This design comes from an exercise in tuning for small area, a short achievable clock period and few clock cycles per item on the open sky130 flow, not from production work. No functional check of the RTL was part of any run shown here. No activity file was given, so power comes from the tool's default toggle rates.

==> flow/design.v, too long to show whole: its modules and the start of the top module <==
// module wallace_multi: 1670 lines
// module mfa: 4 lines
// module mha: 4 lines
// module mbs: 5 lines
// module ma22o: 3 lines
// module mxor: 3 lines
module wallace_multi (
    input clk,
    input rst,
    input [15:0] a,
    input [15:0] b,
    output reg [31:0] p,
    output reg done
);
  // ...
==> flow/flow/run.sh <==
#!/bin/bash
set -euo pipefail
export BUFFER_PORTS_ARGS="-buffer_cell sky130_fd_sc_hd__buf_2"
bash standard.sh finish > orfs_make.log 2>&1
==> flow/standard.sh <==
#!/bin/bash
# synth_recipe.tcl (not shown) runs the flow's synth.tcl, then flattens the netlist and writes it again
# the make line also repeats each setting of config.mk as NAME=value (left out here)
make -C /OpenROAD-flow-scripts/flow DESIGN_CONFIG=/design/flow/config.mk WORK_HOME=/design/flow/orfs CLKGATE_MAP_FILE= SYNTH_SCRIPT=/design/flow/synth_recipe.tcl "${@:-finish}"
==> flow/config.mk <==
export PLATFORM = sky130hd
export DESIGN_NAME = wallace_multi
export DESIGN_NICKNAME = wallace_multi
export VERILOG_FILES = /design/flow/design.v
export SDC_FILE = /design/flow/constraint.sdc
export NUM_CORES = 4
export LEC_CHECK = 0
export CAP_MARGIN = 20
export CORE_MARGIN = 2
export CORE_UTILIZATION = 40
export CTS_BUF_LIST = sky130_fd_sc_hd__clkbuf_8
export CTS_CLUSTER_DIAMETER = 80
export CTS_CLUSTER_SIZE = 16
export SETUP_SLACK_MARGIN = 2.0
export SLEW_MARGIN = 20
export SYNTH_HIERARCHICAL = 1
==> flow/constraint.sdc <==
create_clock -name core_clock -period 4.0 [get_ports {clk}]
set_input_delay 0.8000 -clock core_clock [delete_from_list [all_inputs] [get_ports {clk}]]
set_output_delay 0.8000 -clock core_clock [all_outputs]
set_load 0.01 [all_outputs]
==> results.yml, run 1 <==
cts:
  cts_tree: "built"
  ctsLongestPathBuffers: 3
  cts_sinks: 282
finish:
  final_common_cell: "dfxtp_1"
  register_area_um2: 5670
  n_sequential_cell: 282
  clockBufferCount: 21
  multi_input_area_share_pct: 46.9
  largest_cell_class: "multi-input combinational cells"
  seq-cell-share_pct: 40.6
  nNetsFinal: 1215
  buf_share_pct: 6.15
logic_synthesis:
  synth.area.mux_share_pct: 0
  yosysMostFrequentCell: "dfxtp_1"
  synth_common_cells: "dfxtp_1 (278), xor2_1 (133), a22o_1 (121)"
  synth_xor_area_share_pct: 11.2
  synth_top_family_by_area: "adder cells"
  synthTopCellsByArea: "dfxtp_1 (47%), fa_1 (20%), xor2_1 (9.8%)"
timing:
  hold_viol: 0
  fin_crit_ps: 2080
  fin_crit_sh_pct: 52.0
  skew_ps: 29.9
route:
  wirelength_mm: 25.8
setup_path:
  r2r_slack_ps: 1920
  critPathRequiredTime_ps: 4430
  crit_slowest_cell: "fa_1"
  crit_cells: 4
floorplanning:
  fp.dieW_um: 177
  core_area_um2: 29500
power:
  power_frac_clock_pct: 14.8
  internal_power_mw: 6.09
  finalPower_mw: 9.14
  comb_power_mw: 3.40
  clock_power_mw: 1.35
hold_path:
  min_path_type: "register to register"
outcome:
  status: "finished clean"
place:
  pre_cts_ws_ps: 910
flow_run:
  maxCapViolations: 0
==> run 2: changes to the inputs <==
==> flow/design.v (replaced) <==
module wallace_multi (
    input clk,
    input rst,
    input [15:0] a,
    input [15:0] b,
    output reg [31:0] p,
    output reg done
);
    wire c322;
    wire c324;
    wire c326;
    wire c328;
    wire c330;
    wire c332;
    wire c334;
    wire c336;
    wire c338;
    wire c340;
    wire c342;
    wire c344;
    wire c346;
    wire c348;
    wire c350;
    wire c352;
    wire c354;
    wire c356;
    wire c358;
    wire c360;
    wire c362;
    wire c364;
    wire c366;
    wire c368;
    wire c370;
    wire c372;
    wire c374;
    wire c376;
    wire c378;
    wire c380;
    wire c382;
    wire c384;
    wire c386;
    wire c388;
    wire c390;
    wire c392;
    wire c394;
    wire c396;
    wire c398;
    wire c400;
    wire c402;
    wire c404;
    wire c406;
    wire c408;
    wire c410;
    wire c412;
    wire c414;
    wire c416;
    wire c418;
    wire c420;
    wire c422;
    wire c424;
    wire c426;
    wire c428;
    wire c430;
    wire c432;
    wire c434;
    wire c436;
    wire c438;
    wire c440;
    wire c442;
    wire c444;
    wire c446;
    wire c448;
    wire c450;
    wire c454;
    wire c456;
    wire c458;
    wire c460;
    wire c462;
    wire c464;
    wire c466;
    wire c468;
    wire c470;
    wire c472;
    wire c474;
    wire c476;
    wire c480;
    wire c482;
    wire c484;
    wire c486;
    wire c488;
    wire c490;
    wire c492;
    wire c494;
    wire c496;
    wire c498;
    wire c500;
    wire c502;
    wire c504;
    wire c508;
    wire c510;
    wire c512;
    wire c514;
    wire c516;
    wire c518;
    wire c520;
    wire c522;
    wire c524;
    wire c526;
    wire c528;
    wire c530;
    wire c532;
    wire c534;
    wire c538;
    wire c540;
    wire c542;
    wire c544;
    wire c546;
    wire c548;
    wire c550;
    wire c552;
    wire c554;
    wire c556;
    wire c558;
    wire c560;
    wire c562;
    wire c567;
    wire c570;
    wire c572;
    wire c574;
    wire c576;
    wire c578;
    wire c580;
    wire c582;
    wire c584;
    wire c586;
    wire c588;
    wire c590;
    wire c592;
    wire c594;
    wire c598;
    wire c600;
    wire c602;
    wire c604;
    wire c606;
    wire c608;
    wire c610;
    wire c612;
    wire c614;
    wire c616;
    wire c618;
    wire c620;
    wire c625;
    wire c627;
    wire c629;
    wire c631;
    wire c633;
    wire c635;
    wire c637;
    wire c639;
    wire c641;
    wire c643;
    wire c645;
    wire c650;
    wire c652;
    wire c654;
    wire c656;
    wire c658;
    wire c660;
    wire c662;
    wire c664;
    wire c666;
    wire c668;
    wire c673;
    wire c675;
    wire c677;
    wire c679;
    wire c681;
    wire c683;
    wire c685;
    wire c687;
    wire c689;
    wire c694;
    wire c696;
    wire c698;
    wire c700;
    wire c702;
    wire c704;
    wire c706;
    wire c708;
    wire c710;
    wire c712;
    wire c714;
    wire c716;
    wire c718;
    wire c720;
    wire c722;
    wire c724;
    wire c726;
    wire c728;
    wire c730;
    wire c732;
    wire c734;
    wire c736;
    wire c738;
    wire c740;
    wire c742;
    wire c744;
    wire c746;
    wire c748;
    wire c750;
    wire c752;
    wire c754;
    wire c756;
    wire c758;
    wire c760;
    wire c762;
    wire c764;
    wire c766;
    wire n1;
    wire n2;
    wire n3;
    wire n4;
    wire n5;
    wire n6;
    wire n7;
    wire n8;
    wire n9;
    wire n10;
    wire n11;
    wire n12;
    wire n13;
    wire n14;
    wire n15;
    wire n16;
    wire n17;
    wire n18;
    wire n19;
    wire n20;
    wire n21;
    wire n22;
    wire n23;
    wire n24;
    wire n25;
    wire n26;
    wire n27;
    wire n28;
    wire n29;
    wire n30;
    wire n31;
    wire n32;
    wire n35;
    wire n37;
    wire n39;
    wire n41;
    wire n43;
    wire n45;
    wire n47;
    wire n49;
    wire n51;
    wire n53;
    wire n55;
    wire n57;
    wire n59;
    wire n61;
    wire n63;
    wire n65;
    wire n67;
    wire n68;
    wire n69;
    wire n70;
    wire n71;
    wire n72;
    wire n73;
    wire n74;
    wire n75;
    wire n76;
    wire n77;
    wire n78;
    wire n79;
    wire n80;
    wire n81;
    wire n82;
    wire n84;
    wire n85;
    wire n86;
    wire n87;
    wire n88;
    wire n89;
    wire n90;
    wire n91;
    wire n92;
    wire n93;
    wire n94;
    wire n95;
    wire n96;
    wire n97;
    wire n98;
    wire n99;
    wire n101;
    wire n102;
    wire n103;
    wire n104;
    wire n105;
    wire n106;
    wire n107;
    wire n108;
    wire n109;
    wire n110;
    wire n111;
    wire n112;
    wire n113;
    wire n114;
    wire n115;
    wire n116;
    wire n118;
    wire n119;
    wire n120;
    wire n121;
    wire n122;
    wire n123;
    wire n124;
    wire n125;
    wire n126;
    wire n127;
    wire n128;
    wire n129;
    wire n130;
    wire n131;
    wire n132;
    wire n133;
    wire n135;
    wire n136;
    wire n137;
    wire n138;
    wire n139;
    wire n140;
    wire n141;
    wire n142;
    wire n143;
    wire n144;
    wire n145;
    wire n146;
    wire n147;
    wire n148;
    wire n149;
    wire n150;
    wire n152;
    wire n153;
    wire n154;
    wire n155;
    wire n156;
    wire n157;
    wire n158;
    wire n159;
    wire n160;
    wire n161;
    wire n162;
    wire n163;
    wire n164;
    wire n165;
    wire n166;
    wire n167;
    wire n169;
    wire n170;
    wire n171;
    wire n172;
    wire n173;
    wire n174;
    wire n175;
    wire n176;
    wire n177;
    wire n178;
    wire n179;
    wire n180;
    wire n181;
    wire n182;
    wire n183;
    wire n184;
    wire n186;
    wire n187;
    wire n188;
    wire n189;
    wire n190;
    wire n191;
    wire n192;
    wire n193;
    wire n194;
    wire n195;
    wire n196;
    wire n197;
    wire n198;
    wire n199;
    wire n200;
    wire n201;
    wire n203;
    wire n204;
    wire n205;
    wire n206;
    wire n207;
    wire n208;
    wire n209;
    wire n210;
    wire n211;
    wire n212;
    wire n213;
    wire n214;
    wire n215;
    wire n216;
    wire n217;
    wire n218;
    wire n220;
    wire n221;
    wire n222;
    wire n223;
    wire n224;
    wire n225;
    wire n226;
    wire n227;
    wire n228;
    wire n229;
    wire n230;
    wire n231;
    wire n232;
    wire n233;
    wire n234;
    wire n235;
    wire n237;
    wire n238;
    wire n239;
    wire n240;
    wire n241;
    wire n242;
    wire n243;
    wire n244;
    wire n245;
    wire n246;
    wire n247;
    wire n248;
    wire n249;
    wire n250;
    wire n251;
    wire n252;
    wire n254;
    wire n255;
    wire n256;
    wire n257;
    wire n258;
    wire n259;
    wire n260;
    wire n261;
    wire n262;
    wire n263;
    wire n264;
    wire n265;
    wire n266;
    wire n267;
    wire n268;
    wire n269;
    wire n271;
    wire n272;
    wire n273;
    wire n274;
    wire n275;
    wire n276;
    wire n277;
    wire n278;
    wire n279;
    wire n280;
    wire n281;
    wire n282;
    wire n283;
    wire n284;
    wire n285;
    wire n286;
    wire n288;
    wire n289;
    wire n290;
    wire n291;
    wire n292;
    wire n293;
    wire n294;
    wire n295;
    wire n296;
    wire n297;
    wire n298;
    wire n299;
    wire n300;
    wire n301;
    wire n302;
    wire n303;
    wire n305;
    wire n306;
    wire n307;
    wire n308;
    wire n309;
    wire n310;
    wire n311;
    wire n312;
    wire n313;
    wire n314;
    wire n315;
    wire n316;
    wire n317;
    wire n318;
    wire n319;
    wire n320;
    wire n767;
    wire n768;
    wire n769;
    wire n770;
    wire n771;
    wire n772;
    wire n773;
    wire n774;
    wire n775;
    wire n776;
    wire n777;
    wire n778;
    wire n779;
    wire n780;
    wire n781;
    wire n782;
    wire n783;
    wire n784;
    wire n785;
    wire n786;
    wire n789;
    wire n790;
    wire n792;
    wire n793;
    wire n794;
    wire n795;
    wire n796;
    wire n797;
    wire n798;
    wire n799;
    wire n800;
    wire n801;
    wire n802;
    wire n803;
    wire n804;
    wire n805;
    wire n806;
    wire n807;
    wire n808;
    wire n809;
    wire n810;
    wire n811;
    wire n813;
    wire n814;
    wire n815;
    wire n818;
    wire n819;
    wire n822;
    wire n823;
    wire n824;
    wire n825;
    wire n826;
    wire n827;
    wire n828;
    wire n829;
    wire n830;
    wire n831;
    wire n832;
    wire n833;
    wire n834;
    wire n835;
    wire n836;
    wire n837;
    wire n838;
    wire n839;
    wire n840;
    wire n841;
    wire n845;
    wire n847;
    wire n849;
    wire n851;
    wire n852;
    wire n853;
    wire n854;
    wire n855;
    wire n856;
    wire n857;
    wire n858;
    wire n859;
    wire n860;
    wire n861;
    wire n863;
    wire n864;
    wire n868;
    wire n869;
    wire n873;
    wire n875;
    wire n876;
    wire n877;
    wire n878;
    wire n879;
    wire n880;
    wire n881;
    wire n882;
    wire n883;
    wire n884;
    wire n885;
    wire n886;
    wire n887;
    wire n888;
    wire n889;
    wire n890;
    wire n891;
    wire n892;
    wire n893;
    wire n894;
    wire n895;
    wire n896;
    wire n897;
    wire n898;
    wire n899;
    wire n900;
    wire n901;
    wire n902;
    wire n903;
    wire n904;
    wire n905;
    wire n906;
    wire n907;
    wire n908;
    wire n909;
    wire n910;
    wire n911;
    wire n912;
    wire n913;
    wire n917;
    wire n919;
    wire n920;
    wire n921;
    wire n922;
    wire n923;
    wire n924;
    wire n925;
    wire n926;
    wire n927;
    wire n928;
    wire n929;
    wire n930;
    wire n931;
    wire n932;
    wire n933;
    wire n934;
    wire n935;
    wire n938;
    wire n939;
    wire n942;
    wire n943;
    wire n946;
    wire n947;
    wire n948;
    wire n949;
    wire n950;
    wire n951;
    wire n952;
    wire n953;
    wire n954;
    wire n955;
    wire n956;
    wire n957;
    wire n958;
    wire n959;
    wire n960;
    wire n961;
    wire n962;
    wire n963;
    wire n964;
    wire n965;
    wire n966;
    wire n967;
    wire n968;
    wire n969;
    wire n970;
    wire n971;
    wire n972;
    wire n973;
    wire n974;
    wire n975;
    wire n976;
    wire n977;
    wire n978;
    wire n979;
    wire n980;
    wire n981;
    wire n982;
    wire n983;
    wire n984;
    wire n985;
    wire n986;
    wire n987;
    wire n988;
    wire n989;
    wire n990;
    wire n991;
    wire n992;
    wire n993;
    wire n994;
    wire n995;
    wire n996;
    wire n997;
    wire n998;
    wire n999;
    wire n1000;
    wire n1001;
    wire n1002;
    wire n1003;
    wire n1004;
    wire n1005;
    wire n1006;
    wire n1007;
    wire n1008;
    wire n1009;
    wire n1010;
    wire n1011;
    wire n1012;
    wire n1013;
    wire n1014;
    wire n1015;
    wire n1016;
    wire n1017;
    wire n1018;
    wire n1019;
    wire n1020;
    wire n1021;
    wire n1022;
    wire n1023;
    wire n1024;
    wire n1025;
    wire n1026;
    wire n1027;
    wire n1028;
    wire n1029;
    wire n1030;
    wire n1031;
    wire n1032;
    wire n1033;
    wire n1034;
    wire n1036;
    wire n1038;
    reg r33;
    reg r34;
    reg r36;
    reg r38;
    reg r40;
    reg r42;
    reg r44;
    reg r46;
    reg r48;
    reg r50;
    reg r52;
    reg r54;
    reg r56;
    reg r58;
    reg r60;
    reg r62;
    reg r64;
    reg r66;
    reg r83;
    reg r100;
    reg r117;
    reg r134;
    reg r151;
    reg r168;
    reg r185;
    reg r202;
    reg r219;
    reg r236;
    reg r253;
    reg r270;
    reg r287;
    reg r304;
    reg r451;
    reg r452;
    reg r477;
    reg r478;
    reg r505;
    reg r506;
    reg r535;
    reg r536;
    reg r563;
    reg r564;
    reg r565;
    reg r568;
    reg r595;
    reg r596;
    reg r621;
    reg r622;
    reg r623;
    reg r646;
    reg r647;
    reg r648;
    reg r669;
    reg r670;
    reg r671;
    reg r690;
    reg r691;
    reg r692;
    reg r787;
    reg r788;
    reg r791;
    reg r812;
    reg r816;
    reg r817;
    reg r820;
    reg r821;
    reg r842;
    reg r843;
    reg r844;
    reg r846;
    reg r848;
    reg r850;
    reg r862;
    reg r865;
    reg r866;
    reg r867;
    reg r870;
    reg r871;
    reg r872;
    reg r874;
    reg r914;
    reg r915;
    reg r916;
    reg r918;
    reg r936;
    reg r937;
    reg r940;
    reg r941;
    reg r944;
    reg r945;
    reg r1035;
    reg r1037;
    reg r1039;
    reg r1040;
    reg r1041;
    reg r1042;
    reg r1043;
    reg r1044;
    reg r1045;
    reg r1046;
    wire s321;
    wire s323;
    wire s325;
    wire s327;
    wire s329;
    wire s331;
    wire s333;
    wire s335;
    wire s337;
    wire s339;
    wire s341;
    wire s343;
    wire s345;
    wire s347;
    wire s349;
    wire s351;
    wire s353;
    wire s355;
    wire s357;
    wire s359;
    wire s361;
    wire s363;
    wire s365;
    wire s367;
    wire s369;
    wire s371;
    wire s373;
    wire s375;
    wire s377;
    wire s379;
    wire s381;
    wire s383;
    wire s385;
    wire s387;
    wire s389;
    wire s391;
    wire s393;
    wire s395;
    wire s397;
    wire s399;
    wire s401;
    wire s403;
    wire s405;
    wire s407;
    wire s409;
    wire s411;
    wire s413;
    wire s415;
    wire s417;
    wire s419;
    wire s421;
    wire s423;
    wire s425;
    wire s427;
    wire s429;
    wire s431;
    wire s433;
    wire s435;
    wire s437;
    wire s439;
    wire s441;
    wire s443;
    wire s445;
    wire s447;
    wire s449;
    wire s453;
    wire s455;
    wire s457;
    wire s459;
    wire s461;
    wire s463;
    wire s465;
    wire s467;
    wire s469;
    wire s471;
    wire s473;
    wire s475;
    wire s479;
    wire s481;
    wire s483;
    wire s485;
    wire s487;
    wire s489;
    wire s491;
    wire s493;
    wire s495;
    wire s497;
    wire s499;
    wire s501;
    wire s503;
    wire s507;
    wire s509;
    wire s511;
    wire s513;
    wire s515;
    wire s517;
    wire s519;
    wire s521;
    wire s523;
    wire s525;
    wire s527;
    wire s529;
    wire s531;
    wire s533;
    wire s537;
    wire s539;
    wire s541;
    wire s543;
    wire s545;
    wire s547;
    wire s549;
    wire s551;
    wire s553;
    wire s555;
    wire s557;
    wire s559;
    wire s561;
    wire s566;
    wire s569;
    wire s571;
    wire s573;
    wire s575;
    wire s577;
    wire s579;
    wire s581;
    wire s583;
    wire s585;
    wire s587;
    wire s589;
    wire s591;
    wire s593;
    wire s597;
    wire s599;
    wire s601;
    wire s603;
    wire s605;
    wire s607;
    wire s609;
    wire s611;
    wire s613;
    wire s615;
    wire s617;
    wire s619;
    wire s624;
    wire s626;
    wire s628;
    wire s630;
    wire s632;
    wire s634;
    wire s636;
    wire s638;
    wire s640;
    wire s642;
    wire s644;
    wire s649;
    wire s651;
    wire s653;
    wire s655;
    wire s657;
    wire s659;
    wire s661;
    wire s663;
    wire s665;
    wire s667;
    wire s672;
    wire s674;
    wire s676;
    wire s678;
    wire s680;
    wire s682;
    wire s684;
    wire s686;
    wire s688;
    wire s693;
    wire s695;
    wire s697;
    wire s699;
    wire s701;
    wire s703;
    wire s705;
    wire s707;
    wire s709;
    wire s711;
    wire s713;
    wire s715;
    wire s717;
    wire s719;
    wire s721;
    wire s723;
    wire s725;
    wire s727;
    wire s729;
    wire s731;
    wire s733;
    wire s735;
    wire s737;
    wire s739;
    wire s741;
    wire s743;
    wire s745;
    wire s747;
    wire s749;
    wire s751;
    wire s753;
    wire s755;
    wire s757;
    wire s759;
    wire s761;
    wire s763;
    wire s765;
    assign n1 = ~a[0];
    assign n2 = ~a[1];
    assign n3 = ~a[2];
    assign n4 = ~a[3];
    assign n5 = ~a[4];
    assign n6 = ~a[5];
    assign n7 = ~a[6];
    assign n8 = ~a[7];
    assign n9 = ~a[8];
    assign n10 = ~a[9];
    assign n11 = ~a[10];
    assign n12 = ~a[11];
    assign n13 = ~a[12];
    assign n14 = ~a[13];
    assign n15 = ~a[14];
    assign n16 = ~a[15];
    assign n17 = ~b[0];
    assign n18 = ~b[1];
    assign n19 = ~b[2];
    assign n20 = ~b[3];
    assign n21 = ~b[4];
    assign n22 = ~b[5];
    assign n23 = ~b[6];
    assign n24 = ~b[7];
    assign n25 = ~b[8];
    assign n26 = ~b[9];
    assign n27 = ~b[10];
    assign n28 = ~b[11];
    assign n29 = ~b[12];
    assign n30 = ~b[13];
    assign n31 = ~b[14];
    assign n32 = ~b[15];
    always @(posedge clk) begin
        r33 <= n1;
        r34 <= n17;
        r36 <= n2;
        r38 <= n3;
        r40 <= n4;
        r42 <= n5;
        r44 <= n6;
        r46 <= n7;
        r48 <= n8;
        r50 <= n9;
        r52 <= n10;
        r54 <= n11;
        r56 <= n12;
        r58 <= n13;
        r60 <= n14;
        r62 <= n15;
        r64 <= n16;
        r66 <= n18;
        r83 <= n19;
        r100 <= n20;
        r117 <= n21;
        r134 <= n22;
        r151 <= n23;
        r168 <= n24;
        r185 <= n25;
        r202 <= n26;
        r219 <= n27;
        r236 <= n28;
        r253 <= n29;
        r270 <= n30;
        r287 <= n31;
        r304 <= n32;
    end
    assign n35 = ~(r33 | r34);
    assign n37 = ~(r36 | r34);
    assign n39 = ~(r38 | r34);
    assign n41 = ~(r40 | r34);
    assign n43 = ~(r42 | r34);
    assign n45 = ~(r44 | r34);
    assign n47 = ~(r46 | r34);
    assign n49 = ~(r48 | r34);
    assign n51 = ~(r50 | r34);
    assign n53 = ~(r52 | r34);
    assign n55 = ~(r54 | r34);
    assign n57 = ~(r56 | r34);
    assign n59 = ~(r58 | r34);
    assign n61 = ~(r60 | r34);
    assign n63 = ~(r62 | r34);
    assign n65 = ~(r64 | r34);
    assign n67 = ~(r33 | r66);
    assign n68 = ~(r36 | r66);
    assign n69 = ~(r38 | r66);
    assign n70 = ~(r40 | r66);
    assign n71 = ~(r42 | r66);
    assign n72 = ~(r44 | r66);
    assign n73 = ~(r46 | r66);
    assign n74 = ~(r48 | r66);
    assign n75 = ~(r50 | r66);
    assign n76 = ~(r52 | r66);
    assign n77 = ~(r54 | r66);
    assign n78 = ~(r56 | r66);
    assign n79 = ~(r58 | r66);
    assign n80 = ~(r60 | r66);
    assign n81 = ~(r62 | r66);
    assign n82 = ~(r64 | r66);
    assign n84 = ~(r33 | r83);
    assign n85 = ~(r36 | r83);
    assign n86 = ~(r38 | r83);
    assign n87 = ~(r40 | r83);
    assign n88 = ~(r42 | r83);
    assign n89 = ~(r44 | r83);
    assign n90 = ~(r46 | r83);
    assign n91 = ~(r48 | r83);
    assign n92 = ~(r50 | r83);
    assign n93 = ~(r52 | r83);
    assign n94 = ~(r54 | r83);
    assign n95 = ~(r56 | r83);
    assign n96 = ~(r58 | r83);
    assign n97 = ~(r60 | r83);
    assign n98 = ~(r62 | r83);
    assign n99 = ~(r64 | r83);
    assign n101 = ~(r33 | r100);
    assign n102 = ~(r36 | r100);
    assign n103 = ~(r38 | r100);
    assign n104 = ~(r40 | r100);
    assign n105 = ~(r42 | r100);
    assign n106 = ~(r44 | r100);
    assign n107 = ~(r46 | r100);
    assign n108 = ~(r48 | r100);
    assign n109 = ~(r50 | r100);
    assign n110 = ~(r52 | r100);
    assign n111 = ~(r54 | r100);
    assign n112 = ~(r56 | r100);
    assign n113 = ~(r58 | r100);
    assign n114 = ~(r60 | r100);
    assign n115 = ~(r62 | r100);
    assign n116 = ~(r64 | r100);
    assign n118 = ~(r33 | r117);
    assign n119 = ~(r36 | r117);
    assign n120 = ~(r38 | r117);
    assign n121 = ~(r40 | r117);
    assign n122 = ~(r42 | r117);
    assign n123 = ~(r44 | r117);
    assign n124 = ~(r46 | r117);
    assign n125 = ~(r48 | r117);
    assign n126 = ~(r50 | r117);
    assign n127 = ~(r52 | r117);
    assign n128 = ~(r54 | r117);
    assign n129 = ~(r56 | r117);
    assign n130 = ~(r58 | r117);
    assign n131 = ~(r60 | r117);
    assign n132 = ~(r62 | r117);
    assign n133 = ~(r64 | r117);
    assign n135 = ~(r33 | r134);
    assign n136 = ~(r36 | r134);
    assign n137 = ~(r38 | r134);
    assign n138 = ~(r40 | r134);
    assign n139 = ~(r42 | r134);
    assign n140 = ~(r44 | r134);
    assign n141 = ~(r46 | r134);
    assign n142 = ~(r48 | r134);
    assign n143 = ~(r50 | r134);
    assign n144 = ~(r52 | r134);
    assign n145 = ~(r54 | r134);
    assign n146 = ~(r56 | r134);
    assign n147 = ~(r58 | r134);
    assign n148 = ~(r60 | r134);
    assign n149 = ~(r62 | r134);
    assign n150 = ~(r64 | r134);
    assign n152 = ~(r33 | r151);
    assign n153 = ~(r36 | r151);
    assign n154 = ~(r38 | r151);
    assign n155 = ~(r40 | r151);
    assign n156 = ~(r42 | r151);
    assign n157 = ~(r44 | r151);
    assign n158 = ~(r46 | r151);
    assign n159 = ~(r48 | r151);
    assign n160 = ~(r50 | r151);
    assign n161 = ~(r52 | r151);
    assign n162 = ~(r54 | r151);
    assign n163 = ~(r56 | r151);
    assign n164 = ~(r58 | r151);
    assign n165 = ~(r60 | r151);
    assign n166 = ~(r62 | r151);
    assign n167 = ~(r64 | r151);
    assign n169 = ~(r33 | r168);
    assign n170 = ~(r36 | r168);
    assign n171 = ~(r38 | r168);
    assign n172 = ~(r40 | r168);
    assign n173 = ~(r42 | r168);
    assign n174 = ~(r44 | r168);
    assign n175 = ~(r46 | r168);
    assign n176 = ~(r48 | r168);
    assign n177 = ~(r50 | r168);
    assign n178 = ~(r52 | r168);
    assign n179 = ~(r54 | r168);
    assign n180 = ~(r56 | r168);
    assign n181 = ~(r58 | r168);
    assign n182 = ~(r60 | r168);
    assign n183 = ~(r62 | r168);
    assign n184 = ~(r64 | r168);
    assign n186 = ~(r33 | r185);
    assign n187 = ~(r36 | r185);
    assign n188 = ~(r38 | r185);
    assign n189 = ~(r40 | r185);
    assign n190 = ~(r42 | r185);
    assign n191 = ~(r44 | r185);
    assign n192 = ~(r46 | r185);
    assign n193 = ~(r48 | r185);
    assign n194 = ~(r50 | r185);
    assign n195 = ~(r52 | r185);
    assign n196 = ~(r54 | r185);
    assign n197 = ~(r56 | r185);
    assign n198 = ~(r58 | r185);
    assign n199 = ~(r60 | r185);
    assign n200 = ~(r62 | r185);
    assign n201 = ~(r64 | r185);
    assign n203 = ~(r33 | r202);
    assign n204 = ~(r36 | r202);
    assign n205 = ~(r38 | r202);
    assign n206 = ~(r40 | r202);
    assign n207 = ~(r42 | r202);
    assign n208 = ~(r44 | r202);
    assign n209 = ~(r46 | r202);
    assign n210 = ~(r48 | r202);
    assign n211 = ~(r50 | r202);
    assign n212 = ~(r52 | r202);
    assign n213 = ~(r54 | r202);
    assign n214 = ~(r56 | r202);
    assign n215 = ~(r58 | r202);
    assign n216 = ~(r60 | r202);
    assign n217 = ~(r62 | r202);
    assign n218 = ~(r64 | r202);
    assign n220 = ~(r33 | r219);
    assign n221 = ~(r36 | r219);
    assign n222 = ~(r38 | r219);
    assign n223 = ~(r40 | r219);
    assign n224 = ~(r42 | r219);
    assign n225 = ~(r44 | r219);
    assign n226 = ~(r46 | r219);
    assign n227 = ~(r48 | r219);
    assign n228 = ~(r50 | r219);
    assign n229 = ~(r52 | r219);
    assign n230 = ~(r54 | r219);
    assign n231 = ~(r56 | r219);
    assign n232 = ~(r58 | r219);
    assign n233 = ~(r60 | r219);
    assign n234 = ~(r62 | r219);
    assign n235 = ~(r64 | r219);
    assign n237 = ~(r33 | r236);
    assign n238 = ~(r36 | r236);
    assign n239 = ~(r38 | r236);
    assign n240 = ~(r40 | r236);
    assign n241 = ~(r42 | r236);
    assign n242 = ~(r44 | r236);
    assign n243 = ~(r46 | r236);
    assign n244 = ~(r48 | r236);
    assign n245 = ~(r50 | r236);
    assign n246 = ~(r52 | r236);
    assign n247 = ~(r54 | r236);
    assign n248 = ~(r56 | r236);
    assign n249 = ~(r58 | r236);
    assign n250 = ~(r60 | r236);
    assign n251 = ~(r62 | r236);
    assign n252 = ~(r64 | r236);
    assign n254 = ~(r33 | r253);
    assign n255 = ~(r36 | r253);
    assign n256 = ~(r38 | r253);
    assign n257 = ~(r40 | r253);
    assign n258 = ~(r42 | r253);
    assign n259 = ~(r44 | r253);
    assign n260 = ~(r46 | r253);
    assign n261 = ~(r48 | r253);
    assign n262 = ~(r50 | r253);
    assign n263 = ~(r52 | r253);
    assign n264 = ~(r54 | r253);
    assign n265 = ~(r56 | r253);
    assign n266 = ~(r58 | r253);
    assign n267 = ~(r60 | r253);
    assign n268 = ~(r62 | r253);
    assign n269 = ~(r64 | r253);
    assign n271 = ~(r33 | r270);
    assign n272 = ~(r36 | r270);
    assign n273 = ~(r38 | r270);
    assign n274 = ~(r40 | r270);
    assign n275 = ~(r42 | r270);
    assign n276 = ~(r44 | r270);
    assign n277 = ~(r46 | r270);
    assign n278 = ~(r48 | r270);
    assign n279 = ~(r50 | r270);
    assign n280 = ~(r52 | r270);
    assign n281 = ~(r54 | r270);
    assign n282 = ~(r56 | r270);
    assign n283 = ~(r58 | r270);
    assign n284 = ~(r60 | r270);
    assign n285 = ~(r62 | r270);
    assign n286 = ~(r64 | r270);
    assign n288 = ~(r33 | r287);
    assign n289 = ~(r36 | r287);
    assign n290 = ~(r38 | r287);
    assign n291 = ~(r40 | r287);
    assign n292 = ~(r42 | r287);
    assign n293 = ~(r44 | r287);
    assign n294 = ~(r46 | r287);
    assign n295 = ~(r48 | r287);
    assign n296 = ~(r50 | r287);
    assign n297 = ~(r52 | r287);
    assign n298 = ~(r54 | r287);
    assign n299 = ~(r56 | r287);
    assign n300 = ~(r58 | r287);
    assign n301 = ~(r60 | r287);
    assign n302 = ~(r62 | r287);
    assign n303 = ~(r64 | r287);
    assign n305 = ~(r33 | r304);
    assign n306 = ~(r36 | r304);
    assign n307 = ~(r38 | r304);
    assign n308 = ~(r40 | r304);
    assign n309 = ~(r42 | r304);
    assign n310 = ~(r44 | r304);
    assign n311 = ~(r46 | r304);
    assign n312 = ~(r48 | r304);
    assign n313 = ~(r50 | r304);
    assign n314 = ~(r52 | r304);
    assign n315 = ~(r54 | r304);
    assign n316 = ~(r56 | r304);
    assign n317 = ~(r58 | r304);
    assign n318 = ~(r60 | r304);
    assign n319 = ~(r62 | r304);
    assign n320 = ~(r64 | r304);
    mha us321 (.a(n39), .b(n68), .s(s321), .co(c322));
    mfa us323 (.a(n41), .b(n69), .c(n85), .s(s323), .co(c324));
    mha us325 (.a(n101), .b(c322), .s(s325), .co(c326));
    mfa us327 (.a(n43), .b(n70), .c(n86), .s(s327), .co(c328));
    mfa us329 (.a(n102), .b(n118), .c(c324), .s(s329), .co(c330));
    mha us331 (.a(s327), .b(c326), .s(s331), .co(c332));
    mfa us333 (.a(n45), .b(n71), .c(n87), .s(s333), .co(c334));
    mfa us335 (.a(n103), .b(n119), .c(n135), .s(s335), .co(c336));
    mfa us337 (.a(c328), .b(s333), .c(s335), .s(s337), .co(c338));
    mha us339 (.a(c330), .b(c332), .s(s339), .co(c340));
    mfa us341 (.a(n47), .b(n72), .c(n88), .s(s341), .co(c342));
    mfa us343 (.a(n104), .b(n120), .c(n136), .s(s343), .co(c344));
    mfa us345 (.a(n152), .b(c334), .c(c336), .s(s345), .co(c346));
    mfa us347 (.a(s341), .b(s343), .c(c338), .s(s347), .co(c348));
    mha us349 (.a(s345), .b(c340), .s(s349), .co(c350));
    mfa us351 (.a(n49), .b(n73), .c(n89), .s(s351), .co(c352));
    mfa us353 (.a(n105), .b(n121), .c(n137), .s(s353), .co(c354));
    mfa us355 (.a(n153), .b(n169), .c(c342), .s(s355), .co(c356));
    mfa us357 (.a(c344), .b(s351), .c(s353), .s(s357), .co(c358));
    mfa us359 (.a(c346), .b(s355), .c(s357), .s(s359), .co(c360));
    mha us361 (.a(c348), .b(s359), .s(s361), .co(c362));
    mfa us363 (.a(n51), .b(n74), .c(n90), .s(s363), .co(c364));
    mfa us365 (.a(n106), .b(n122), .c(n138), .s(s365), .co(c366));
    mfa us367 (.a(n154), .b(n170), .c(n186), .s(s367), .co(c368));
    mfa us369 (.a(c352), .b(c354), .c(s363), .s(s369), .co(c370));
    mfa us371 (.a(s365), .b(s367), .c(c356), .s(s371), .co(c372));
    mfa us373 (.a(c358), .b(s369), .c(s371), .s(s373), .co(c374));
    mha us375 (.a(c360), .b(c362), .s(s375), .co(c376));
    mfa us377 (.a(n53), .b(n75), .c(n91), .s(s377), .co(c378));
    mfa us379 (.a(n107), .b(n123), .c(n139), .s(s379), .co(c380));
    mfa us381 (.a(n155), .b(n171), .c(n187), .s(s381), .co(c382));
    mfa us383 (.a(n203), .b(c364), .c(c366), .s(s383), .co(c384));
    mfa us385 (.a(c368), .b(s377), .c(s379), .s(s385), .co(c386));
    mfa us387 (.a(s381), .b(c370), .c(s383), .s(s387), .co(c388));
    mfa us389 (.a(s385), .b(c372), .c(s387), .s(s389), .co(c390));
    mha us391 (.a(c374), .b(s389), .s(s391), .co(c392));
    mfa us393 (.a(n55), .b(n76), .c(n92), .s(s393), .co(c394));
    mfa us395 (.a(n108), .b(n124), .c(n140), .s(s395), .co(c396));
    mfa us397 (.a(n156), .b(n172), .c(n188), .s(s397), .co(c398));
    mfa us399 (.a(n204), .b(n220), .c(c378), .s(s399), .co(c400));
    mfa us401 (.a(c380), .b(c382), .c(s393), .s(s401), .co(c402));
    mfa us403 (.a(s395), .b(s397), .c(c384), .s(s403), .co(c404));
    mfa us405 (.a(c386), .b(s399), .c(s401), .s(s405), .co(c406));
    mfa us407 (.a(c388), .b(s403), .c(s405), .s(s407), .co(c408));
    mha us409 (.a(c390), .b(s407), .s(s409), .co(c410));
    mfa us411 (.a(n57), .b(n77), .c(n93), .s(s411), .co(c412));
    mfa us413 (.a(n109), .b(n125), .c(n141), .s(s413), .co(c414));
    mfa us415 (.a(n157), .b(n173), .c(n189), .s(s415), .co(c416));
    mfa us417 (.a(n205), .b(n221), .c(n237), .s(s417), .co(c418));
    mfa us419 (.a(c394), .b(c396), .c(c398), .s(s419), .co(c420));
    mfa us421 (.a(s411), .b(s413), .c(s415), .s(s421), .co(c422));
    mfa us423 (.a(s417), .b(c400), .c(c402), .s(s423), .co(c424));
    mfa us425 (.a(s419), .b(s421), .c(c404), .s(s425), .co(c426));
    mfa us427 (.a(c406), .b(s423), .c(s425), .s(s427), .co(c428));
    mha us429 (.a(c408), .b(c410), .s(s429), .co(c430));
    mfa us431 (.a(n59), .b(n78), .c(n94), .s(s431), .co(c432));
    mfa us433 (.a(n110), .b(n126), .c(n142), .s(s433), .co(c434));
    mfa us435 (.a(n158), .b(n174), .c(n190), .s(s435), .co(c436));
    mfa us437 (.a(n206), .b(n222), .c(n238), .s(s437), .co(c438));
    mfa us439 (.a(n254), .b(c412), .c(c414), .s(s439), .co(c440));
    mfa us441 (.a(c416), .b(c418), .c(s431), .s(s441), .co(c442));
    mfa us443 (.a(s433), .b(s435), .c(s437), .s(s443), .co(c444));
    mfa us445 (.a(c420), .b(c422), .c(s439), .s(s445), .co(c446));
    mfa us447 (.a(s441), .b(s443), .c(c424), .s(s447), .co(c448));
    mfa us449 (.a(s445), .b(c426), .c(s447), .s(s449), .co(c450));
    mfa us455 (.a(n61), .b(n79), .c(n95), .s(s455), .co(c456));
    mfa us457 (.a(n111), .b(n127), .c(n143), .s(s457), .co(c458));
    mfa us459 (.a(n159), .b(n175), .c(n191), .s(s459), .co(c460));
    mfa us461 (.a(n207), .b(n223), .c(n239), .s(s461), .co(c462));
    mfa us463 (.a(n255), .b(n271), .c(c432), .s(s463), .co(c464));
    mfa us465 (.a(c434), .b(c436), .c(c438), .s(s465), .co(c466));
    mfa us467 (.a(s455), .b(s457), .c(s459), .s(s467), .co(c468));
    mfa us469 (.a(s461), .b(c440), .c(c442), .s(s469), .co(c470));
    mfa us471 (.a(c444), .b(s463), .c(s465), .s(s471), .co(c472));
    mfa us473 (.a(s467), .b(c446), .c(s469), .s(s473), .co(c474));
    mfa us475 (.a(s471), .b(c448), .c(s473), .s(s475), .co(c476));
    mfa us481 (.a(n63), .b(n80), .c(n96), .s(s481), .co(c482));
    mfa us483 (.a(n112), .b(n128), .c(n144), .s(s483), .co(c484));
    mfa us485 (.a(n160), .b(n176), .c(n192), .s(s485), .co(c486));
    mfa us487 (.a(n208), .b(n224), .c(n240), .s(s487), .co(c488));
    mfa us489 (.a(n256), .b(n272), .c(n288), .s(s489), .co(c490));
    mfa us491 (.a(c456), .b(c458), .c(c460), .s(s491), .co(c492));
    mfa us493 (.a(c462), .b(s481), .c(s483), .s(s493), .co(c494));
    mfa us495 (.a(s485), .b(s487), .c(s489), .s(s495), .co(c496));
    mfa us497 (.a(c464), .b(c466), .c(c468), .s(s497), .co(c498));
    mfa us499 (.a(s491), .b(s493), .c(s495), .s(s499), .co(c500));
    mfa us501 (.a(c470), .b(c472), .c(s497), .s(s501), .co(c502));
    mfa us503 (.a(s499), .b(c474), .c(s501), .s(s503), .co(c504));
    mfa us509 (.a(n65), .b(n81), .c(n97), .s(s509), .co(c510));
    mfa us511 (.a(n113), .b(n129), .c(n145), .s(s511), .co(c512));
    mfa us513 (.a(n161), .b(n177), .c(n193), .s(s513), .co(c514));
    mfa us515 (.a(n209), .b(n225), .c(n241), .s(s515), .co(c516));
    mfa us517 (.a(n257), .b(n273), .c(n289), .s(s517), .co(c518));
    mfa us519 (.a(n305), .b(c482), .c(c484), .s(s519), .co(c520));
    mfa us521 (.a(c486), .b(c488), .c(c490), .s(s521), .co(c522));
    mfa us523 (.a(s509), .b(s511), .c(s513), .s(s523), .co(c524));
    mfa us525 (.a(s515), .b(s517), .c(c492), .s(s525), .co(c526));
    mfa us527 (.a(c494), .b(c496), .c(s519), .s(s527), .co(c528));
    mfa us529 (.a(s521), .b(s523), .c(c498), .s(s529), .co(c530));
    mfa us531 (.a(s525), .b(c500), .c(s527), .s(s531), .co(c532));
    mfa us533 (.a(s529), .b(c502), .c(s531), .s(s533), .co(c534));
    mfa us539 (.a(n82), .b(n98), .c(n114), .s(s539), .co(c540));
    mfa us541 (.a(n130), .b(n146), .c(n162), .s(s541), .co(c542));
    mfa us543 (.a(n178), .b(n194), .c(n210), .s(s543), .co(c544));
    mfa us545 (.a(n226), .b(n242), .c(n258), .s(s545), .co(c546));
    mfa us547 (.a(n274), .b(n290), .c(n306), .s(s547), .co(c548));
    mfa us549 (.a(c510), .b(c512), .c(c514), .s(s549), .co(c550));
    mfa us551 (.a(c516), .b(c518), .c(s539), .s(s551), .co(c552));
    mfa us553 (.a(s541), .b(s543), .c(s545), .s(s553), .co(c554));
    mfa us555 (.a(s547), .b(c520), .c(c522), .s(s555), .co(c556));
    mfa us557 (.a(c524), .b(s549), .c(s551), .s(s557), .co(c558));
    mfa us559 (.a(s553), .b(c526), .c(c528), .s(s559), .co(c560));
    mfa us561 (.a(s555), .b(s557), .c(c530), .s(s561), .co(c562));
    mfa us571 (.a(n99), .b(n115), .c(n131), .s(s571), .co(c572));
    mfa us573 (.a(n147), .b(n163), .c(n179), .s(s573), .co(c574));
    mfa us575 (.a(n195), .b(n211), .c(n227), .s(s575), .co(c576));
    mfa us577 (.a(n243), .b(n259), .c(n275), .s(s577), .co(c578));
    mfa us579 (.a(n291), .b(n307), .c(c540), .s(s579), .co(c580));
    mfa us581 (.a(c542), .b(c544), .c(c546), .s(s581), .co(c582));
    mfa us583 (.a(c548), .b(s571), .c(s573), .s(s583), .co(c584));
    mfa us585 (.a(s575), .b(s577), .c(c550), .s(s585), .co(c586));
    mfa us587 (.a(c552), .b(c554), .c(s579), .s(s587), .co(c588));
    mfa us589 (.a(s581), .b(s583), .c(c556), .s(s589), .co(c590));
    mfa us591 (.a(s585), .b(c558), .c(s587), .s(s591), .co(c592));
    mfa us593 (.a(c560), .b(s589), .c(s591), .s(s593), .co(c594));
    mfa us599 (.a(n116), .b(n132), .c(n148), .s(s599), .co(c600));
    mfa us601 (.a(n164), .b(n180), .c(n196), .s(s601), .co(c602));
    mfa us603 (.a(n212), .b(n228), .c(n244), .s(s603), .co(c604));
    mfa us605 (.a(n260), .b(n276), .c(n292), .s(s605), .co(c606));
    mfa us607 (.a(n308), .b(c572), .c(c574), .s(s607), .co(c608));
    mfa us609 (.a(c576), .b(c578), .c(s599), .s(s609), .co(c610));
    mfa us611 (.a(s601), .b(s603), .c(s605), .s(s611), .co(c612));
    mfa us613 (.a(c580), .b(c582), .c(c584), .s(s613), .co(c614));
    mfa us615 (.a(s607), .b(s609), .c(s611), .s(s615), .co(c616));
    mfa us617 (.a(c586), .b(c588), .c(s613), .s(s617), .co(c618));
    mfa us619 (.a(s615), .b(c590), .c(c592), .s(s619), .co(c620));
    mfa us626 (.a(n133), .b(n149), .c(n165), .s(s626), .co(c627));
    mfa us628 (.a(n181), .b(n197), .c(n213), .s(s628), .co(c629));
    mfa us630 (.a(n229), .b(n245), .c(n261), .s(s630), .co(c631));
    mfa us632 (.a(n277), .b(n293), .c(n309), .s(s632), .co(c633));
    mfa us634 (.a(c600), .b(c602), .c(c604), .s(s634), .co(c635));
    mfa us636 (.a(c606), .b(s626), .c(s628), .s(s636), .co(c637));
    mfa us638 (.a(s630), .b(s632), .c(c608), .s(s638), .co(c639));
    mfa us640 (.a(c610), .b(c612), .c(s634), .s(s640), .co(c641));
    mfa us642 (.a(s636), .b(c614), .c(s638), .s(s642), .co(c643));
    mfa us644 (.a(c616), .b(s640), .c(c618), .s(s644), .co(c645));
    mfa us651 (.a(n150), .b(n166), .c(n182), .s(s651), .co(c652));
    mfa us653 (.a(n198), .b(n214), .c(n230), .s(s653), .co(c654));
    mfa us655 (.a(n246), .b(n262), .c(n278), .s(s655), .co(c656));
    mfa us657 (.a(n294), .b(n310), .c(c627), .s(s657), .co(c658));
    mfa us659 (.a(c629), .b(c631), .c(c633), .s(s659), .co(c660));
    mfa us661 (.a(s651), .b(s653), .c(s655), .s(s661), .co(c662));
    mfa us663 (.a(c635), .b(c637), .c(s657), .s(s663), .co(c664));
    mfa us665 (.a(s659), .b(s661), .c(c639), .s(s665), .co(c666));
    mfa us667 (.a(c641), .b(s663), .c(s665), .s(s667), .co(c668));
    mfa us674 (.a(n167), .b(n183), .c(n199), .s(s674), .co(c675));
    mfa us676 (.a(n215), .b(n231), .c(n247), .s(s676), .co(c677));
    mfa us678 (.a(n263), .b(n279), .c(n295), .s(s678), .co(c679));
    mfa us680 (.a(n311), .b(c652), .c(c654), .s(s680), .co(c681));
    mfa us682 (.a(c656), .b(s674), .c(s676), .s(s682), .co(c683));
    mfa us684 (.a(s678), .b(c658), .c(c660), .s(s684), .co(c685));
    mfa us686 (.a(c662), .b(s680), .c(s682), .s(s686), .co(c687));
    mfa us688 (.a(c664), .b(s684), .c(s686), .s(s688), .co(c689));
    mfa us695 (.a(n184), .b(n200), .c(n216), .s(s695), .co(c696));
    mfa us697 (.a(n232), .b(n248), .c(n264), .s(s697), .co(c698));
    mfa us699 (.a(n280), .b(n296), .c(n312), .s(s699), .co(c700));
    mfa us701 (.a(c675), .b(c677), .c(c679), .s(s701), .co(c702));
    mfa us703 (.a(s695), .b(s697), .c(s699), .s(s703), .co(c704));
    mfa us705 (.a(c681), .b(c683), .c(s701), .s(s705), .co(c706));
    mfa us707 (.a(s703), .b(c685), .c(c687), .s(s707), .co(c708));
    mfa us709 (.a(s705), .b(c689), .c(s707), .s(s709), .co(c710));
    mfa us711 (.a(n201), .b(n217), .c(n233), .s(s711), .co(c712));
    mfa us713 (.a(n249), .b(n265), .c(n281), .s(s713), .co(c714));
    mfa us715 (.a(n297), .b(n313), .c(c696), .s(s715), .co(c716));
    mfa us717 (.a(c698), .b(c700), .c(s711), .s(s717), .co(c718));
    mfa us719 (.a(s713), .b(c702), .c(c704), .s(s719), .co(c720));
    mfa us721 (.a(s715), .b(s717), .c(c706), .s(s721), .co(c722));
    mfa us723 (.a(s719), .b(s721), .c(c708), .s(s723), .co(c724));
    mfa us725 (.a(n218), .b(n234), .c(n250), .s(s725), .co(c726));
    mfa us727 (.a(n266), .b(n282), .c(n298), .s(s727), .co(c728));
    mfa us729 (.a(n314), .b(c712), .c(c714), .s(s729), .co(c730));
    mfa us731 (.a(s725), .b(s727), .c(c716), .s(s731), .co(c732));
    mfa us733 (.a(c718), .b(s729), .c(c720), .s(s733), .co(c734));
    mfa us735 (.a(s731), .b(c722), .c(s733), .s(s735), .co(c736));
    mfa us737 (.a(n235), .b(n251), .c(n267), .s(s737), .co(c738));
    mfa us739 (.a(n283), .b(n299), .c(n315), .s(s739), .co(c740));
    mfa us741 (.a(c726), .b(c728), .c(s737), .s(s741), .co(c742));
    mfa us743 (.a(s739), .b(c730), .c(s741), .s(s743), .co(c744));
    mfa us745 (.a(c732), .b(s743), .c(c734), .s(s745), .co(c746));
    mfa us747 (.a(n252), .b(n268), .c(n284), .s(s747), .co(c748));
    mfa us749 (.a(n300), .b(n316), .c(c738), .s(s749), .co(c750));
    mfa us751 (.a(c740), .b(s747), .c(c742), .s(s751), .co(c752));
    mfa us753 (.a(s749), .b(c744), .c(s751), .s(s753), .co(c754));
    mfa us755 (.a(n269), .b(n285), .c(n301), .s(s755), .co(c756));
    mfa us757 (.a(n317), .b(c748), .c(s755), .s(s757), .co(c758));
    mfa us759 (.a(c750), .b(s757), .c(c752), .s(s759), .co(c760));
    mfa us761 (.a(n286), .b(n302), .c(n318), .s(s761), .co(c762));
    mfa us763 (.a(c756), .b(s761), .c(c758), .s(s763), .co(c764));
    mfa us765 (.a(n303), .b(n319), .c(c762), .s(s765), .co(c766));
    assign n767 = n37 & n67;
    assign n768 = n37 ^ n67;
    assign n769 = n84 & s321;
    assign n770 = n84 ^ s321;
    assign n771 = s323 & s325;
    assign n772 = s323 ^ s325;
    assign n773 = s329 & s331;
    assign n774 = s329 ^ s331;
    assign n775 = s337 & s339;
    assign n776 = s337 ^ s339;
    assign n777 = s347 & s349;
    assign n778 = s347 ^ s349;
    assign n779 = c350 & s361;
    assign n780 = c350 ^ s361;
    assign n781 = s373 & s375;
    assign n782 = s373 ^ s375;
    assign n783 = c376 & s391;
    assign n784 = c376 ^ s391;
    assign n785 = c392 & s409;
    assign n786 = c392 ^ s409;
    assign n815 = c710 & s723;
    assign n819 = c724 & s735;
    assign n823 = c736 & s745;
    assign n824 = c736 ^ s745;
    assign n825 = c746 & s753;
    assign n826 = c746 ^ s753;
    assign n827 = c754 & s759;
    assign n828 = c754 ^ s759;
    assign n829 = c760 & s763;
    assign n830 = c760 ^ s763;
    assign n831 = c764 & s765;
    assign n832 = c764 ^ s765;
    assign n833 = n320 & c766;
    assign n834 = n320 ^ c766;
    assign n835 = n768 & n35;
    assign n836 = n771 | (n772 & n769);
    assign n837 = n772 & n770;
    assign n838 = n775 | (n776 & n773);
    assign n839 = n776 & n774;
    assign n840 = n779 | (n780 & n777);
    assign n841 = n780 & n778;
    assign n876 = n831 | (n832 & n829);
    assign n877 = n832 & n830;
    assign n878 = n769 | (n770 & n767);
    assign n879 = n770 & n835;
    assign n880 = n836 | (n837 & n767);
    assign n881 = n837 & n835;
    assign n882 = n777 | (n778 & n838);
    assign n883 = n778 & n839;
    assign n884 = n840 | (n841 & n838);
    assign n885 = n841 & n839;
    assign n906 = n833 | (n834 & n876);
    assign n907 = n834 & n877;
    assign n908 = n773 | (n774 & n880);
    assign n909 = n774 & n881;
    assign n910 = n838 | (n839 & n880);
    assign n911 = n839 & n881;
    assign n912 = n882 | (n883 & n880);
    assign n913 = n883 & n881;
    assign n1008 = n770 ^ n767;
    assign n1009 = n772 ^ n878;
    assign n1010 = n774 ^ n880;
    assign n1011 = n776 ^ n908;
    assign n1012 = n778 ^ n910;
    assign n1013 = n780 ^ n912;
    always @(posedge clk) begin
        r451 <= c428;
        r452 <= s449;
        r477 <= c450;
        r478 <= s475;
        r505 <= c476;
        r506 <= s503;
        r535 <= c504;
        r536 <= s533;
        r563 <= s559;
        r564 <= c532;
        r565 <= s561;
        r568 <= c534;
        r595 <= c562;
        r596 <= s593;
        r621 <= s617;
        r622 <= c594;
        r623 <= s619;
        r646 <= s642;
        r647 <= c620;
        r648 <= s644;
        r669 <= c643;
        r670 <= s667;
        r671 <= c645;
        r690 <= c666;
        r691 <= s688;
        r692 <= c668;
        r787 <= s427;
        r788 <= s429;
        r791 <= c430;
        r812 <= s709;
        r816 <= c710;
        r817 <= s723;
        r820 <= c724;
        r821 <= s735;
        r842 <= n783;
        r843 <= n784;
        r844 <= n781;
        r846 <= n782;
        r848 <= n785;
        r850 <= n786;
        r862 <= n815;
        r865 <= n823;
        r866 <= n824;
        r867 <= n819;
        r870 <= n827;
        r871 <= n828;
        r872 <= n825;
        r874 <= n826;
        r914 <= n884;
        r915 <= n885;
        r916 <= n880;
        r918 <= n881;
        r936 <= n829;
        r937 <= n830;
        r940 <= n876;
        r941 <= n877;
        r944 <= n906;
        r945 <= n907;
        r1035 <= n832;
        r1037 <= n834;
        r1039 <= n35;
        r1040 <= n768;
        r1041 <= n1008;
        r1042 <= n1009;
        r1043 <= n1010;
        r1044 <= n1011;
        r1045 <= n1012;
        r1046 <= n1013;
    end
    mha us453 (.a(r451), .b(r452), .s(s453), .co(c454));
    mha us479 (.a(r477), .b(r478), .s(s479), .co(c480));
    mha us507 (.a(r505), .b(r506), .s(s507), .co(c508));
    mha us537 (.a(r535), .b(r536), .s(s537), .co(c538));
    mfa us566 (.a(r563), .b(r564), .c(r565), .s(s566), .co(c567));
    mha us569 (.a(r568), .b(c538), .s(s569), .co(c570));
    mfa us597 (.a(r595), .b(r596), .c(c567), .s(s597), .co(c598));
    mfa us624 (.a(r621), .b(r622), .c(r623), .s(s624), .co(c625));
    mfa us649 (.a(r646), .b(r647), .c(r648), .s(s649), .co(c650));
    mfa us672 (.a(r669), .b(r670), .c(r671), .s(s672), .co(c673));
    mfa us693 (.a(r690), .b(r691), .c(r692), .s(s693), .co(c694));
    assign n789 = r787 & r788;
    assign n790 = r787 ^ r788;
    assign n792 = r791 & s453;
    assign n793 = r791 ^ s453;
    assign n794 = c454 & s479;
    assign n795 = c454 ^ s479;
    assign n796 = c480 & s507;
    assign n797 = c480 ^ s507;
    assign n798 = c508 & s537;
    assign n799 = c508 ^ s537;
    assign n800 = s566 & s569;
    assign n801 = s566 ^ s569;
    assign n802 = c570 & s597;
    assign n803 = c570 ^ s597;
    assign n804 = c598 & s624;
    assign n805 = c598 ^ s624;
    assign n806 = c625 & s649;
    assign n807 = c625 ^ s649;
    assign n808 = c650 & s672;
    assign n809 = c650 ^ s672;
    assign n810 = c673 & s693;
    assign n811 = c673 ^ s693;
    assign n813 = c694 & r812;
    assign n814 = c694 ^ r812;
    assign n818 = r816 ^ r817;
    assign n822 = r820 ^ r821;
    assign n845 = r842 | (r843 & r844);
    assign n847 = r843 & r846;
    assign n849 = n789 | (n790 & r848);
    assign n851 = n790 & r850;
    assign n852 = n794 | (n795 & n792);
    assign n853 = n795 & n793;
    assign n854 = n798 | (n799 & n796);
    assign n855 = n799 & n797;
    assign n856 = n802 | (n803 & n800);
    assign n857 = n803 & n801;
    assign n858 = n806 | (n807 & n804);
    assign n859 = n807 & n805;
    assign n860 = n810 | (n811 & n808);
    assign n861 = n811 & n809;
    assign n863 = r862 | (n818 & n813);
    assign n864 = n818 & n814;
    assign n868 = r865 | (r866 & r867);
    assign n869 = r866 & n822;
    assign n873 = r870 | (r871 & r872);
    assign n875 = r871 & r874;
    assign n886 = r848 | (r850 & n845);
    assign n887 = r850 & n847;
    assign n888 = n849 | (n851 & n845);
    assign n889 = n851 & n847;
    assign n890 = n796 | (n797 & n852);
    assign n891 = n797 & n853;
    assign n892 = n854 | (n855 & n852);
    assign n893 = n855 & n853;
    assign n894 = n804 | (n805 & n856);
    assign n895 = n805 & n857;
    assign n896 = n858 | (n859 & n856);
    assign n897 = n859 & n857;
    assign n898 = n813 | (n814 & n860);
    assign n899 = n814 & n861;
    assign n900 = n863 | (n864 & n860);
    assign n901 = n864 & n861;
    assign n902 = r872 | (r874 & n868);
    assign n903 = r874 & n869;
    assign n904 = n873 | (n875 & n868);
    assign n905 = n875 & n869;
    assign n917 = r914 | (r915 & r916);
    assign n919 = r915 & r918;
    assign n920 = n792 | (n793 & n888);
    assign n921 = n793 & n889;
    assign n922 = n852 | (n853 & n888);
    assign n923 = n853 & n889;
    assign n924 = n890 | (n891 & n888);
    assign n925 = n891 & n889;
    assign n926 = n892 | (n893 & n888);
    assign n927 = n893 & n889;
    assign n928 = n808 | (n809 & n896);
    assign n929 = n809 & n897;
    assign n930 = n860 | (n861 & n896);
    assign n931 = n861 & n897;
    assign n932 = n898 | (n899 & n896);
    assign n933 = n899 & n897;
    assign n934 = n900 | (n901 & n896);
    assign n935 = n901 & n897;
    assign n938 = r936 | (r937 & n904);
    assign n939 = r937 & n905;
    assign n942 = r940 | (r941 & n904);
    assign n943 = r941 & n905;
    assign n946 = r944 | (r945 & n904);
    assign n947 = r945 & n905;
    assign n948 = r844 | (r846 & n917);
    assign n949 = r846 & n919;
    assign n950 = n845 | (n847 & n917);
    assign n951 = n847 & n919;
    assign n952 = n886 | (n887 & n917);
    assign n953 = n887 & n919;
    assign n954 = n888 | (n889 & n917);
    assign n955 = n889 & n919;
    assign n956 = n920 | (n921 & n917);
    assign n957 = n921 & n919;
    assign n958 = n922 | (n923 & n917);
    assign n959 = n923 & n919;
    assign n960 = n924 | (n925 & n917);
    assign n961 = n925 & n919;
    assign n962 = n926 | (n927 & n917);
    assign n963 = n927 & n919;
    assign n964 = r867 | (n822 & n934);
    assign n965 = n822 & n935;
    assign n966 = n868 | (n869 & n934);
    assign n967 = n869 & n935;
    assign n968 = n902 | (n903 & n934);
    assign n969 = n903 & n935;
    assign n970 = n904 | (n905 & n934);
    assign n971 = n905 & n935;
    assign n972 = n938 | (n939 & n934);
    assign n973 = n939 & n935;
    assign n974 = n942 | (n943 & n934);
    assign n975 = n943 & n935;
    assign n976 = n946 | (n947 & n934);
    assign n977 = n947 & n935;
    assign n978 = n800 | (n801 & n962);
    assign n979 = n801 & n963;
    assign n980 = n856 | (n857 & n962);
    assign n981 = n857 & n963;
    assign n982 = n894 | (n895 & n962);
    assign n983 = n895 & n963;
    assign n984 = n896 | (n897 & n962);
    assign n985 = n897 & n963;
    assign n986 = n928 | (n929 & n962);
    assign n987 = n929 & n963;
    assign n988 = n930 | (n931 & n962);
    assign n989 = n931 & n963;
    assign n990 = n932 | (n933 & n962);
    assign n991 = n933 & n963;
    assign n992 = n934 | (n935 & n962);
    assign n993 = n935 & n963;
    assign n994 = n964 | (n965 & n962);
    assign n995 = n965 & n963;
    assign n996 = n966 | (n967 & n962);
    assign n997 = n967 & n963;
    assign n998 = n968 | (n969 & n962);
    assign n999 = n969 & n963;
    assign n1000 = n970 | (n971 & n962);
    assign n1001 = n971 & n963;
    assign n1002 = n972 | (n973 & n962);
    assign n1003 = n973 & n963;
    assign n1004 = n974 | (n975 & n962);
    assign n1005 = n975 & n963;
    assign n1006 = n976 | (n977 & n962);
    assign n1007 = n977 & n963;
    assign n1014 = r846 ^ n917;
    assign n1015 = r843 ^ n948;
    assign n1016 = r850 ^ n950;
    assign n1017 = n790 ^ n952;
    assign n1018 = n793 ^ n954;
    assign n1019 = n795 ^ n956;
    assign n1020 = n797 ^ n958;
    assign n1021 = n799 ^ n960;
    assign n1022 = n801 ^ n962;
    assign n1023 = n803 ^ n978;
    assign n1024 = n805 ^ n980;
    assign n1025 = n807 ^ n982;
    assign n1026 = n809 ^ n984;
    assign n1027 = n811 ^ n986;
    assign n1028 = n814 ^ n988;
    assign n1029 = n818 ^ n990;
    assign n1030 = n822 ^ n992;
    assign n1031 = r866 ^ n994;
    assign n1032 = r874 ^ n996;
    assign n1033 = r871 ^ n998;
    assign n1034 = r937 ^ n1000;
    assign n1036 = r1035 ^ n1002;
    assign n1038 = r1037 ^ n1004;
    always @(posedge clk) p <= {n1006, n1038, n1036, n1034, n1033, n1032, n1031, n1030, n1029, n1028, n1027, n1026, n1025, n1024, n1023, n1022, n1021, n1020, n1019, n1018, n1017, n1016, n1015, n1014, r1046, r1045, r1044, r1043, r1042, r1041, r1040, r1039};
    reg [1:0] v;
    always @(posedge clk or negedge rst) begin
        if (!rst) begin
            v <= 2'b0;
            done <= 1'b0;
        end else begin
            v <= {v[0:0], 1'b1};
            done <= v[1];
        end
    end
endmodule
module mfa (input a, input b, input c, output s, output co);
    assign s = a ^ b ^ c;
    assign co = (a & b) | (a & c) | (b & c);
endmodule
module mha (input a, input b, output s, output co);
    assign s = a ^ b;
    assign co = a & b;
endmodule
==> flow/run.sh (new file) <==
#!/bin/bash
# synth_recipe.tcl (not shown) runs the flow's synth.tcl, then flattens the netlist and writes it again
# the make line also repeats each setting of config.mk as NAME=value (left out here)
make -C /OpenROAD-flow-scripts/flow DESIGN_CONFIG=/design/flow/config.mk WORK_HOME=/design/flow/orfs CLKGATE_MAP_FILE= SYNTH_SCRIPT=/design/flow/synth_recipe.tcl finish
==> flow/config.mk (replaced) <==
export PLATFORM = sky130hd
export DESIGN_NAME = wallace_multi
export DESIGN_NICKNAME = wallace_multi
export VERILOG_FILES = /design/flow/design.v
export SDC_FILE = /design/flow/constraint.sdc
export NUM_CORES = 4
export LEC_CHECK = 0
export CAP_MARGIN = 20
export CORE_MARGIN = 2
export CORE_UTILIZATION = 40
export SLEW_MARGIN = 20
export SYNTH_HIERARCHICAL = 1
removed: flow/flow/run.sh
removed: flow/standard.sh
==> results.yml, run 2 <==
route:
  wirelength_mm: 21.0
  drtIter0Drc: 343
  drt_first_pass_iters: 5
  drc_errors: 0
  num_vias: 6067
  wl_per_cell_um: 16.8
  ant_nets: 0
  viasPerCell: 4.85
timing:
  slew_viol_final: 0
  fin_crit_sh_pct: 88.2
  setup_viol: 0
  skew_ps: 18.2
  rsz0062_at_grt: "no"
  slew_headroom_pct: 55.1
  tightestPinTransition_ps: 673
  hold_viol: 0
  fmaxAchievable_mhz: 283
  fin_crit_ps: 3530
  hold_slack_ps: 328
  setup_tns_ps: 0
cts:
  insertion_delay_ps: 430
  cts_sinks: 134
  cts_tree: "built"
  cts_buffers: 17
  clockRootBuffer: "clkbuf_16"
  post_cts_buffers: 0
  clk_pin_slew_worst_paths_ps: 60
  cts_hold_buffers: 0
  cts_resized: 0
  cts.htree.levels: 4
  ctsLongestPathBuffers: 2
finish:
  final_common_cell: "nor2_1"
  postLayoutCoreUtil_pct: 47.7
  syn2layout_area_growth_pct: 18.1
  drive_gt1_share_pct: 8.47
  postLayoutCellArea_um2: 11100
  reg_top3: "p x32, v x2"
  nNetsFinal: 1196
  largest_register: "p"
  largest_register_ffs: 32
  insertedDiodeCount: 0
  layout_common_cells: "nor2_1 (267), fa_1 (198), dfxtp_1 (131), clkdlybuf4s50_1 (66), inv_1 (48)"
floorplanning:
  ioPinCount: 67
  core_area_um2: 23300
  fp.dieH_um: 158
  start_util_pct: 40.4
  rows: 56
  fp.dieW_um: 158
  die-area_um2: 24800
global_route:
  grt_pass1_vias: 6540
  overflow: 0
  grt_pass1_wl_mm: 34.6
  antenna_found_initial: 0
  grt_max_degree: 17
  grt_use_total_pct: 18.5
place:
  gp_congestion: 0.888
  io_buffers: 66
  place_area_um2: 10500
  dpl.hpwl_mm: 16.2
logic_synthesis:
  synth_common_cells: "nor2_1 (267), fa_1 (198), dfxtp_1 (131)"
  yosysMostFrequentCell: "nor2_1"
  netlist_area_um2: 9430
  synth-edff-count: 0
  synth.distinct_cells: 44
  async_reset_ff_share_pct: 2.24
  syn_nets: 1138
  yosysSeqAreaShare_pct: 28.6
  ys.flop_type: "dfxtp_1"
  synthTopCellsByArea: "fa_1 (42%), dfxtp_1 (28%), nor2_1 (11%)"
  yosysWarnings: 7
  syn_avg_cell_area_um2: 10.9
  synth_area_leader_cell: "fa_1"
  synth_top_area_share_pct: 42.0
  ys_ff_latch: 134
  synth_cells: 862
power:
  p_leak_nw: 5.17
  ir_drop_uv: 283
  power_density_nw_per_um2: 670
  finalPower_mw: 7.46
hold_path:
  min_path_type: "register to register"
  hold_depth: 0
setup_path:
  critPathRequiredTime_ps: 4310
  arrival_ps: 3830
  endpoint_kind: "register"
  start_kind: "register"
  worstSetupPathType: "register to register"
  crit_fanout: 16
  reg2reg_depth: 7
flow_run:
  maxCapViolations: 0
outcome:
  status: "finished clean"
[run 2: cell types whose count changed after synthesis, moves of 5 or more]
cell,change
nor2_1,+251
dfxtp_1,-147
xor2_1,-122
a22o_1,-121
fa_1,+80
clkbuf_1,+60
inv_1,+27
nand2_1,-15
and2_1,-14
o22ai_1,-8
nand2b_1,-7
buf_2,-5
nor2b_1,-5
[run 2: where the power goes]
| group | internal, mW | switching [mW] | total [mW] | leakage, nW |
|---|---|---|---|---|
| registers | 1.87 | 0.229 | 2.10 | 1.13 |
| clock network | 0.995 | 0.642 | 1.64 | 0.297 |
| logic | 1.79 | 1.93 | 3.73 | 3.74 |
| total | 4.66 | 2.81 | 7.46 | 5.17 |
[run 2: kinds of logic after synthesis]
logic type	share of synthesized area, %
buffers and inverters	4.38
AND/OR/NAND/NOR	12.6
other	0.0398
XOR/XNOR	2.32
adder cells (fa/ha/maj)	47.9
AO/OA/AOI/OAI	4.22
flip-flops	28.6
[run 2: final timing paths]
path / from / end / slack (ps)
setup / recovery: r83 / r850 / 470
hold / removal: r1040 / p[1] / 330
setup reg to reg: r83 / r850 / 470
hold reg to reg: r1040 / p[1] / 330
max in group asynchronous: rst / v[0] / 3300
min in group asynchronous: rst / done / 560
[run 2: area by class of cell]
| type | instances | area, um^2 |
|---|---|---|
| fillers | 2135 | 12200 |
| multi-input cells | 618 | 6320 |
| flip-flops and latches | 134 | 2700 |
| repair buffers | 101 | 923 |
| clock buffers | 17 | 425 |
| well taps | 319 | 399 |
| clock inverters | 15 | 191 |
| inverters | 48 | 180 |
[run 2: per-stage QoR]
stage	worst slack (ps)	instances
after floorplan	579	862
after global placement	512	1220
after detailed placement	508	1220
after CTS	485	1252
after global routing	356	1252
final	472	1252
[run 2: per-module statistics from Yosys (local to each module, per instance)]
module         cell area [um^2]  copies in the design  cells inside
wallace_multi              5340                     1           652
mfa                        20.0                   195             1
mha                        12.5                    15             1
[run 2: layer usage]
layer	vias up	global-route usage, %	part of all wire, %
li1	2748	-	-
met1	3064	25.8	47
met2	232	28.6	45
met3	23	4.68	7.2
met4	0	5.41	1.4
met5	-	0	0
[run 2: critical path, stage by stage (launching register included)]
cell	delay [ps]
dfxtp_1	750
nor2_1	140
fa_1	500
fa_1	440
fa_1	570
fa_1	450
ha_1	300
ha_1	270

## re-timing with driven ports
No port has a modelled driver above. Below, the same layouts with a new extraction and two added sets of constraints. Step 1 sets driving cells, clkbuf_16 on the clock port and buf_2 on the other inputs (assumed; they add their load-dependent delay and slew). Step 2, shift: input delay + t, output delay - t, t = (earliest + latest rising clock arrival at the registers) / 2. This alone moves slack from input paths to output paths. Three values: ideal ports, drivers, drivers and shift; two values: the first two.
run | t (ns) | setup slack, ns | hold WS [ns] | worst register clock-pin slew, ns
run 1 | 0.589 | 1.919 / 1.919 / 1.448 | 0.313 / 0.313 / 0.313 | 0.12 / 0.12
run 2 | 0.467 | 0.472 / 0.472 / 0.472 | 0.328 / 0.328 / 0.328 | 0.07 / 0.07
After both steps every run listed still meets setup and hold. The setup slack of run 1, which loses most, moves by 0.000 ns with the drivers and by -0.471 ns with both steps.
